This is an optimization exercise on Yosys and OpenROAD, whose aim is small area, a short achievable clock period and few clock cycles per item, not a production implementation.
In this exercise RTL edits were held to simulation tests only and were not proved equivalent to the original.
No activity file was given, so power comes from the tool's default toggle rates.

// hft
module hft #(
    parameter N_SHORT = 12,
    parameter N_LONG  = 26,
    parameter N_RSI = 14
)(
    input  wire        s_aclk,
    input  wire        s_aresetn,
    input  wire        s_axis_tvalid,
    input  wire        m_axis_tready,
    input  wire        s_axis_tlast,
    input  wire [31:0] s_axis_tdata,
    output wire        s_axis_tready,
    output wire        m_axis_tvalid,
    output wire        m_axis_tlast,
    output wire [31:0] m_axis_macd_tdata,
    output wire [31:0] m_axis_rsi_tdata
);
    integer i;
    reg        ov, kv;
    reg [27:0] o_macd, k_macd;
    reg [6:0]  o_rsi, k_rsi;
    reg        o_last, k_last;
    wire adv;                        
    assign s_axis_tready = adv;
    reg        v0, t0;
    reg [31:0] x0;
    always @(posedge s_aclk) begin
        if (!s_aresetn) v0 <= 0;
        else if (adv)   v0 <= s_axis_tvalid;
        if (adv) begin
            x0 <= s_axis_tdata;
            t0 <= s_axis_tlast;
        end
    end
    reg [31:0] w [0:N_LONG-1];
    reg [4:0]  cnt;                  
    reg        f1, f12, f14, f26;    
    reg        v1, t1, pnz1;
    reg [32:0] d1, e12, e26, so1;
    reg [32:0] sl [0:N_RSI-1];
    wire [31:0] prev  = f1  ? w[0]  : 32'd0;
    wire [31:0] old12 = f12 ? w[N_SHORT-1] : 32'd0;
    wire [31:0] old26 = f26 ? w[N_LONG-1]  : 32'd0;
    wire        go1   = adv & v0;
    wire [4:0]  cnt_n = (cnt == 5'd26) ? cnt : cnt + 5'd1;
    always @(posedge s_aclk) begin
        if (go1) begin
            w[0] <= x0;
            for (i = 1; i < N_LONG; i = i + 1) w[i] <= w[i-1];
        end
        if (adv) begin
            d1   <= {1'b0, x0} - {1'b0, prev};
            e12  <= {1'b0, x0} - {1'b0, old12};
            e26  <= {1'b0, x0} - {1'b0, old26};
            pnz1 <= |prev;
            so1  <= f14 ? (v1 ? sl[N_RSI-2] : sl[N_RSI-1]) : 33'd0;
            t1   <= t0;
        end
    end
    always @(posedge s_aclk) begin
  ...
Settings: LEC_CHECK=0, CAP_MARGIN=20, CORE_MARGIN=2, CORE_UTILIZATION=60, CTS_BUF_LIST=sky130_fd_sc_hd__clkbuf_8 sky130_fd_sc_hd__clkbuf_16, CTS_CLUSTER_DIAMETER=80, CTS_CLUSTER_SIZE=30, PLACE_DENSITY=0.65, SETUP_SLACK_MARGIN=4.5, SLEW_MARGIN=20, TNS_END_PERCENT=5; clock period 8.0 ns.
run.sh (not shown) runs the stock make flow with config.mk's settings and CLKGATE_MAP_FILE= SYNTH_SCRIPT=/design/flow/synth_recipe.tcl, a recipe that flattens the netlist after the stock synthesis.
Testbench counts at the start, summed over its fixed seeds: cycles 2,160, items 2,048.
Rerun with:
- CORE_UTILIZATION: 60 -> 55
- PLACE_DENSITY: 0.65 -> not set
The changed run passed the timing, DRC and antenna checks.
Final area rose slightly.
Global-route usage goes down by 0.63 points.
Hold slack stays flat.
Core utilization decreases by 5.1 points.
Combinational power climbs by a few percent.
Via count went up slightly.
Maximum frequency falls slightly.
Rerun with:
- SETUP_SLACK_MARGIN: 4.5 -> 4.8
- TNS_END_PERCENT: 5 -> not set
The new run passed the timing, DRC and antenna checks.
Total power climbs by 10%.
Clock power drops by about 0.5%.
Clock-buffer cell count drops by 8.
Hold slack is worse by 0.023 ns.
First-iteration DRC count drops by 1.1%.
Register-to-register slack is better by 0.13 ns.
Via count climbs by 3.5%.
Synthesized cell count stays the same.
Sequential power stays flat.
Rerun with:
- PLACE_DENSITY: not set -> 0.7
- SETUP_SLACK_MARGIN: 4.8 -> 4.5
- TNS_END_PERCENT: not set -> 5
=> The changed run completed with no timing, DRC or antenna violations; wire length is lower by about a fifth; clock-buffer cell count is lower by 17; non-clock buffer count came out lower by 327; setup slack loses 0.039 ns; fmax is lower slightly; area after synthesis stays the same; synthesized cell count stays the same.
Rerun with:
- CTS_BUF_LIST: sky130_fd_sc_hd__clkbuf_8 sky130_fd_sc_hd__clkbuf_16 -> not set
- CTS_CLUSTER_DIAMETER: 80 -> not set
- CTS_CLUSTER_SIZE: 30 -> not set
- PLACE_DENSITY: 0.7 -> not set
- SETUP_SLACK_MARGIN: 4.5 -> 4.8
- TNS_END_PERCENT: 5 -> not set
Effect: The new run finished clean; setup slack loses 0.016 ns; utilization goes up by 5.7 points; total power goes up by about a fifth; die area stays the same.

[afterwards: timing with drivers on the ports]
The flow's constraints put no driver on any port. The routed layouts listed below were extracted and timed again, unchanged, in two steps.
Step 1 (the two cells are an assumption about what drives the block):
set clk [get_ports {s_aclk}]
set_driving_cell -lib_cell sky130_fd_sc_hd__clkbuf_16 $clk
set_driving_cell -lib_cell sky130_fd_sc_hd__buf_2 [delete_from_list [all_inputs] $clk]
Step 2 moves the port delays by t, midway between the first and last clock arrival at a register: inputs arrive t later, outputs are due t later. That takes back most of the time a late clock gives input paths.
Three values: no drivers, after step 1, after step 2; two values: the first two.
| run | shift t [ns] | setup WS [ns] | hold WS [ns] | slew at the worst register clock pin (ns) | cell pins on the clock port's net |
|---|---|---|---|---|---|
| the first run | 0.907 | 4.317 / 4.228 / 4.052 | 0.324 / 0.324 / 0.324 | 0.11 / 0.11 | 1 |
| the second run | 0.892 | 4.288 / 4.200 / 4.330 | 0.326 / 0.326 / 0.326 | 0.11 / 0.11 | 1 |
| the third run | 0.914 | 4.471 / 4.379 / 4.060 | 0.303 / 0.303 / 0.303 | 0.11 / 0.11 | 1 |
| the fourth run | 0.928 | 4.432 / 4.344 / 4.077 | 0.314 / 0.314 / 0.314 | 0.11 / 0.11 | 1 |
| the fifth run | 1.002 | 4.417 / 4.325 / 4.080 | 0.287 / 0.287 / 0.287 | 0.07 / 0.07 | 1 |
After both steps setup and hold are still met in every run listed. The setup slack of the third run, which loses most, moves by -0.092 ns with the drivers and by -0.411 ns with both steps.
